This is an optimization exercise on Yosys and OpenROAD, whose aim is small area and a short achievable clock period, not a production implementation. In this exercise RTL edits were held to simulation tests only and were not proved equivalent to the original. Power figures rest on the tool's default switching activity, not on a simulated workload.

Design cpu2, start of the top module:
module cpu2(
    input clk, rst_n,
    output hlt,
    output [15:0] pc,
    output [15:0] imem_addr,
    input [15:0] imem_data,
    output [15:0] dmem_addr,
    output [15:0] dmem_wdata,
    output dmem_we,
    input [15:0] dmem_rdata
);
    reg [15:0] pc_r;
    reg [15:0] if_inst, if_pc;
    reg [15:0] ex_inst, ex_pc, ex_rd1, ex_rd2;
    reg        ex_rfw, ex_stall, ex_flush;
    reg        ex_sub, ex_bimm;                    
    reg        ex_s1x, ex_s1m, ex_s1r, ex_s2x, ex_s2m, ex_s2r;
    reg        ex_spc;
    reg        ex_btk, ex_brtk;                    
    reg [2:0]  flags;
    reg        mem_rfw, mem_dmw, mem_mtr, mem_hlt, mem_m3;
    reg [3:0]  mem_wr;
    reg [15:0] mem_res, mem_sd;
    reg        wb_hlt;
    reg [15:0] wb_data;
    wire [3:0] ex_op    = ex_inst[15:12];
    wire [3:0] ex_wr    = ex_inst[11:8];
    wire       ex_is_ld = (ex_op == 4'h8);
    wire       ex_is_st = (ex_op == 4'h9);
    wire       ex_br    = ex_op[3] & ex_op[2];           
    wire [3:0] ex_rr2   = ex_is_st ? ex_inst[11:8] : ex_inst[3:0];
    wire       ex_flagset = ex_rfw & ~ex_op[3] & ~(ex_op[1] & ex_op[0]);
    wire [15:0] id_inst = ex_flush ? 16'h0000 : if_inst;
    wire [15:0] id_pc   = if_pc;
    wire [3:0]  op      = id_inst[15:12];
    wire id_is_st  = (op == 4'h9);
    wire id_lb0    = op[3] & ~op[2] & op[1];             
    wire id_is_b   = (op == 4'hC);
    wire id_is_br  = (op == 4'hD);
    wire id_is_hlt = (op == 4'hF);
    wire id_rfw    = ~(id_is_st | id_is_b | id_is_br | id_is_hlt);
    wire [3:0] rr1 = id_lb0 ? id_inst[11:8] : id_inst[7:4];
    wire [3:0] rr2 = id_is_st ? id_inst[11:8] : id_inst[3:0];
    wire stall = (ex_is_ld & ((ex_wr == rr1) | (ex_wr == rr2))) |
                 ((id_is_b | id_is_br) & ex_flagset);
    wire f1x = id_rfw & (rr1 == ex_wr);
    wire f1m = id_rfw & (rr1 == mem_wr);
    wire f2x = id_rfw & (rr2 == ex_wr);
    wire f2m = id_rfw & (rr2 == mem_wr);
    reg cond;
    always @(*) begin
        case (id_inst[11:9])
            3'b000: cond = ~flags[0];
            3'b001: cond = flags[0];
            3'b010: cond = ~flags[0] & ~flags[2];
            3'b011: cond = flags[2];
            3'b100: cond = flags[0] | ~flags[2];
  ...
Size in the first run: ~2200 cells after synthesis, ~100 I/O pins, about 0.023 mm² of cells after synthesis.
==> flow/config.mk <==
export PLATFORM = sky130hd
export DESIGN_NAME = cpu2
export DESIGN_NICKNAME = cpu2
export VERILOG_FILES = /design/flow/design.v
export SDC_FILE = /design/flow/constraint.sdc
export NUM_CORES = 4
export LEC_CHECK = 0
export CAP_MARGIN = 20
export CORE_MARGIN = 2
export CORE_UTILIZATION = 65
export PLACE_DENSITY = 0.72
export SLEW_MARGIN = 20
==> flow/constraint.sdc <==
create_clock -name core_clock -period 11.0 [get_ports {clk}]
set_input_delay 2.2000 -clock core_clock [delete_from_list [all_inputs] [get_ports {clk}]]
set_output_delay 2.2000 -clock core_clock [all_outputs]
set_load 0.01 [all_outputs]
standard.sh (not shown) runs the stock make flow with config.mk's settings and CLKGATE_MAP_FILE= SYNTH_SCRIPT=/design/flow/synth_recipe.tcl, a recipe that flattens the netlist after the stock synthesis.
==> flow/flow/run.sh <==
#!/bin/bash
# The standard layout (standard synthesis, floorplan, placement, CTS,
# routing) with these changes to how the layout is made; the clock period and
# constraints are the design's own:
#  - repair_timing aims for SETUP_SLACK_MARGIN ns of setup slack
#  - CTS builds from clkbuf_4/clkbuf_8 in clusters of up to 12 sinks, without
#    dummy loads
#  - every input and output port still gets its own buffer (buf_1)
#  - after placement, flow/fix_rst.tcl moves the dmem_we gate's rst_n input
#    from the first buffer of the reset tree onto the rst_n port buffer's net
set -euo pipefail
ARGS=(
  SETUP_SLACK_MARGIN=6.15
  "CTS_ARGS=-sink_clustering_enable -repair_clock_nets -dont_use_dummy_load -sink_clustering_size 12 -sink_clustering_max_diameter 70 -buf_list {sky130_fd_sc_hd__clkbuf_4 sky130_fd_sc_hd__clkbuf_8}"
  "BUFFER_PORTS_ARGS=-buffer_cell sky130_fd_sc_hd__buf_1"
)
bash standard.sh "${ARGS[@]}" place > standard_flow_place.log 2>&1
PLACE_ODB=orfs/results/${FLOW_PLATFORM}/cpu2/base/3_place.odb \
  openroad -no_init -exit flow/fix_rst.tcl > fix_rst.log 2>&1
bash standard.sh "${ARGS[@]}" finish > standard_flow_finish.log 2>&1
Other scripts of this flow, unchanged in this note and not shown: flow/flow/fix_rst.tcl
The baseline ran to the end with no violations.
Change:
--- a/flow/flow/run.sh
+++ b/flow/flow/run.sh
@@ -13 +13 @@
-  SETUP_SLACK_MARGIN=6.15
+  SETUP_SLACK_MARGIN=6.45
- The new run finished clean
- total power grows by 1.7%
- wire length grows by 2.1%
- setup slack gains 0.085 ns
- non-clock buffer count grows by 22
- utilization grows by 1.6 points
- synthesized cell count stays the same
- sequential share of layout area shrinks by 0.91 points
- synthesized area stays the same

## afterwards: timing with drivers on the ports
The flow's constraints put no driver on any port. The routed layouts listed below were extracted and timed again, unchanged, in two steps. Step 1: set_driving_cell puts a clkbuf_16 on clk and a buf_2 on each other input, an assumption about the parent block. Step 2 times the ports against the registers' clock, not the clock port: input delays grow and output delays shrink by t, the midpoint of the rising clock arrivals with the driver on. a / b / c = ideal / step 1 / step 2; a / b = the first two.
| run | t (ns) | slack for setup (ns) | worst data-port slew with drivers (ns) |
|---|---|---|---|
| the first run | 0.699 | 6.175 / 6.175 / 6.175 | 0.06 |
| the second run | 0.676 | 6.260 / 6.220 / 6.183 | 0.07 |
After both steps setup and hold are still met in every run listed. For the second run, which loses most, drivers alone change the setup slack by -0.040 ns; drivers and shift together by -0.077 ns.
